Source: an optimization exercise on an open RTL-to-GDS flow (aim: small area and a short achievable clock period). Production flows keep margins and buffers that such runs may drop.
Only simulation tests tie the RTL to the original design; equivalence was not proved.
The clock input has no modelled driver; a real chip could not lean on it and would need a root buffer or a full tree.
Power is estimated from default activity; no workload was simulated.

==> flow/design.v <==
module deserializer(
    input serial_data,
    input clk,rst,
    input deser_en,
    output reg[9:0] parallel_data,
    output reg data_valid,
    output wire issue        
);
reg [3:0] counter;
wire full = (counter == 4'd10);
assign issue = deser_en & full;
always @(posedge clk,negedge rst) begin
    if (!rst) begin
        counter<=4'b0;
        data_valid<=1'b0;
    end
    else begin
        data_valid <= issue;
        if (deser_en)
            counter <= full ? 4'd0 : counter + 1'b1;
    end
end
always @(posedge clk) begin
    if (deser_en & !full)
        parallel_data<={serial_data,parallel_data[9:1]};
end
endmodule
module SERIALIZER(
    input rst,clk,
    input [7:0] data,
    output reg ser_out,
    input data_valid,ss_n
);
reg [7:0] registers;
reg [3:0] counter;
always @(posedge clk,negedge rst)
begin
  if(!rst)
  begin
    counter<=4'b0000;
    registers<=8'b00;
    ser_out<=1'b0;
  end
  else if(data_valid)
  begin
    registers<=data;
    ser_out<=1'b0;
    counter<=4'b0000;
  end
  else if(!ss_n)
  begin
    if (counter!=4'd8) begin
      {registers,ser_out}<={1'b0,registers};
      counter<=counter+1'b1;
    end
    else begin
      counter<=4'd0;
    end
  end
  else
    counter<=4'b0000;
end
endmodule
module Single_Port_Asyn_RAM #(parameter MEM_DEPTH =256,parameter ADDR_SIZE=8)( 
    input [9:0]din,
    input clk,rst,rx_valid,
    input rx_issue,
    output [7:0] dout,
    output reg tx_valid
);
localparam NG = 24;
wire hi = din[7] & din[6];
wire k3 = din[5] & din[4];
wire [4:0] c_grp  = !hi ? din[7:3] : (!k3 ? {1'b0, din[3:0]} : {2'b10, din[2:0]});
wire [3:0] c_slot = !hi ? {1'b0, din[2:0]} : (!k3 ? {2'b10, din[5:4]} : {3'b100, din[3]});
wire cmd_wa = rx_valid & (din[9:8] == 2'b00);
wire cmd_wr = rx_valid & (din[9:8] == 2'b01);
wire iss_ra = rx_issue & (din[9:8] == 2'b10);
reg [8:0] read_address;
reg wa_set;    
always @(posedge clk,negedge rst) begin
    if (!rst) begin
        tx_valid<=1'b0;
        read_address<=9'b0;
        wa_set<=1'b0;
    end
    else begin
        tx_valid <= rx_valid & (din[9:8] == 2'b11);
        if (iss_ra)
            read_address <= {c_grp, c_slot};
        if (cmd_wa)
            wa_set <= 1'b1;
    end
end
reg [8:0] write_address;
reg [7:0] wd_p;
reg pend;
wire wa_zero = cmd_wr & !wa_set;
wire pend_n = cmd_wa ? 1'b0 : cmd_wr ? 1'b1 : pend;
always @(posedge clk) begin
    if (cmd_wa | wa_zero)
        write_address <= cmd_wa ? {c_grp, c_slot} : 9'b0;
    pend <= pend_n;
    if (cmd_wr)
        wd_p <= din[7:0];
end
reg [3:0] p11, p10;
wire [3:0] p11_n = (p11 == 4'd10) ? 4'd0 : p11 + 1'b1;
wire [3:0] p10_n = (p10 == 4'd9)  ? 4'd0 : p10 + 1'b1;
always @(posedge clk) begin
    p11 <= p11_n;
    p10 <= p10_n;
end
wire [3:0] w_slot_n = wa_zero ? 4'd0 : write_address[3:0];
wire [1:0] w_hi_n = wa_zero ? 2'd0 : write_address[8:7];
reg [2:0] wsel;
reg r_hit, fwd;
always @(posedge clk) begin
    wsel[0] <= pend_n & (w_hi_n == 2'd0) & (w_slot_n == p11_n);
    wsel[1] <= pend_n & (w_hi_n == 2'd1) & (w_slot_n == p11_n);
    wsel[2] <= pend_n & (w_hi_n == 2'd2) & (w_slot_n == p10_n);
    r_hit <= read_address[3:0] == (read_address[8] ? p10_n : p11_n);
    fwd <= pend_n & (wa_zero ? (read_address == 9'd0) : (write_address == read_address));
end
wire [2:0] w_lo = write_address[6:4];
wire [8*NG-1:0] tails;
wire [7:0] wdn = ~wd_p;
genvar g;
generate
for (g = 0; g < NG; g = g + 1) begin : grp
    localparam L = (g < 16) ? 11 : 10;
    reg [8*L-1:0] ring;
    wire we = wsel[g / 8] && (w_lo == g % 8);
    assign tails[8*g +: 8] = ring[8*L-1 -: 8];
    wire [7:0] head;
    ring_head hd [7:0] (.wdn(wdn), .wen(!we), .t(ring[8*L-1 -: 8]), .h(head));
    always @(posedge clk)
        ring <= {ring[8*L-9:0], head};
end
endgenerate
wire [4:0] r_grp = read_address[8:4];
reg [7:0] rbuf;
always @(posedge clk) begin
    if (r_hit)
        rbuf <= fwd ? wd_p : tails[8*r_grp +: 8];
end
assign dout = rbuf;
endmodule
module ring_head(input wdn, input wen, input t, output h);
assign h = ~((wdn | wen) & ~(t & wen));
endmodule
module SPI_Slave(
    input MOSI,
    input clk,rst,ss_n,
    input tx_valid,
    output wire MISO,
    input [7:0]tx_data,
    output wire [9:0]rx_data,
    output wire rx_valid,
    output wire rx_issue
);
reg start_q, shift_q;
always @(posedge clk,negedge rst) begin
    if (!rst) begin
        start_q <= 1'b0;
        shift_q <= 1'b0;
    end
    else begin
        start_q <= !ss_n & !start_q & !shift_q;
        shift_q <= !ss_n & (start_q | shift_q);
    end
end
deserializer  Deserializer_SPI(
    .serial_data(MOSI),
    .clk(clk),
    .rst(rst),
    .deser_en(shift_q),
    .parallel_data(rx_data),
    .data_valid(rx_valid),
    .issue(rx_issue)
);
SERIALIZER SERIALIZER_SPI(
   .rst(rst),
   .clk(clk),
   .data(tx_data),
   .ser_out(MISO),
   .data_valid(tx_valid),
   .ss_n(ss_n)
);
endmodule
module SPI_TOP(
    input clk,
	input rst,
	input ss_n,
	input MOSI, 
	output MISO
);
	wire [9:0] SLAVE_RAM;
	wire [7:0] RAM_SLAVE;
	wire tx_valid, rx_valid, rx_issue;
	SPI_Slave SPI_SLAVE 
	(
		.MOSI(MOSI),
		.MISO(MISO),
		.ss_n(ss_n),
		.clk(clk),
		.rst(rst),
		.rx_data(SLAVE_RAM),
		.rx_valid(rx_valid),
		.rx_issue(rx_issue),
		.tx_data(RAM_SLAVE),
		.tx_valid(tx_valid)
	);
	Single_Port_Asyn_RAM RAM
	(
		.clk(clk),
		.rst(rst),
		.din(SLAVE_RAM),
		.rx_valid(rx_valid),
		.rx_issue(rx_issue),
		.dout(RAM_SLAVE),
		.tx_valid(tx_valid)
	);
endmodule
clock: 6.0 ns
lec_check: 0
cap_margin: 30
core_margin: 2
core_utilization: 40
setup_slack_margin: 3.8
slew_margin: 40
synth_hierarchical: 1
synth_minimum_keep_size: 0
standard.sh (not shown) runs the stock make flow with config.mk's settings and CLKGATE_MAP_FILE= SYNTH_SCRIPT=/design/flow/synth_recipe.tcl, a recipe that flattens the netlist after the stock synthesis.
==> flow/flow/run.sh <==
#!/bin/bash
# Layout flow: the standard ORFS flow (standard.sh), with these changes:
# - the flip-flop driving MISO's output buffer is moved next to that buffer
#   before detailed placement (flow/miso.tcl), so it does not drive a long wire;
# - clock tree synthesis with larger sink clusters and no dummy loads, after
#   which the tree's upper levels are replaced by four root buffers, each
#   driving the leaf buffers of a quarter of the die (flow/quad_ct.tcl);
# each tool's output goes to a log file of its own here.
set -euo pipefail
export PRE_DETAIL_PLACE_TCL="$PWD/flow/miso.tcl"
export POST_CTS_TCL="$PWD/flow/quad_ct.tcl"
export CTS_ARGS="-sink_clustering_enable -repair_clock_nets -sink_clustering_size 32 -sink_clustering_max_diameter 80 -dont_use_dummy_load"
bash standard.sh synth > log_synth.txt 2>&1
bash standard.sh floorplan > log_floorplan.txt 2>&1
bash standard.sh place > log_place.txt 2>&1
bash standard.sh cts > log_cts.txt 2>&1
bash standard.sh route > log_route.txt 2>&1
bash standard.sh finish > log_finish.txt 2>&1
Other scripts of this flow, unchanged in this note and not shown: flow/flow/miso.tcl, flow/flow/quad_ct.tcl
==> next run, changes <==
--- a/flow/config.mk
+++ b/flow/config.mk
@@ -10 +10 @@
-export CORE_UTILIZATION = 40
+export CORE_UTILIZATION = 65
What happened: The new run finished with timing, DRC and antenna clean; synthesized cell count does not change; wire length rose by a few percent; power fell slightly; synthesized area does not change; clock power fell by a few percent; global-route usage rose by 7.6 points; die area fell by well over a third; clock skew fell by 0.019 ns; hold slack improves by 0.019 ns.
==> next run, changes <==
--- a/flow/config.mk
+++ b/flow/config.mk
@@ -10 +10 @@
-export CORE_UTILIZATION = 65
+export CORE_UTILIZATION = 50
- The changed run finished clean
- global-route usage drops by 4.2 points
- utilization drops by 16 points
- total power stays flat
- worst hold slack barely changes

==> separate check: timing with driven ports <==
How much do the figures lean on ideal ports? The routed layouts below were timed once more, with nothing changed but the port constraints. Step 1: set_driving_cell puts a clkbuf_16 on clk and a buf_2 on each other input, an assumption about the parent block. Step 2, shift: input delay + t, output delay - t, t = (earliest + latest rising clock arrival at the registers) / 2. This alone moves slack from input paths to output paths. a / b / c = ideal / step 1 / step 2; a / b = the first two.
| run | t (ns) | setup WS [ns] | worst hold slack (ns) | worst setup path at the end | latest minus earliest clock arrival (ns) |
|---|---|---|---|---|---|
| the first run | 0.613 | 3.668 / 3.613 / 3.375 | 0.276 / 0.276 / 0.276 | input to register | 0.082 / 0.083 |
| the second run | 0.629 | 3.599 / 3.599 / 3.259 | 0.294 / 0.294 / 0.294 | input to register | 0.044 / 0.043 |
| the third run | 0.633 | 3.752 / 3.611 / 3.339 | 0.294 / 0.294 / 0.294 | input to register | 0.068 / 0.068 |
After both steps every run listed still meets setup and hold. The setup slack of the third run, which loses most, moves by -0.141 ns with the drivers and by -0.413 ns with both steps.
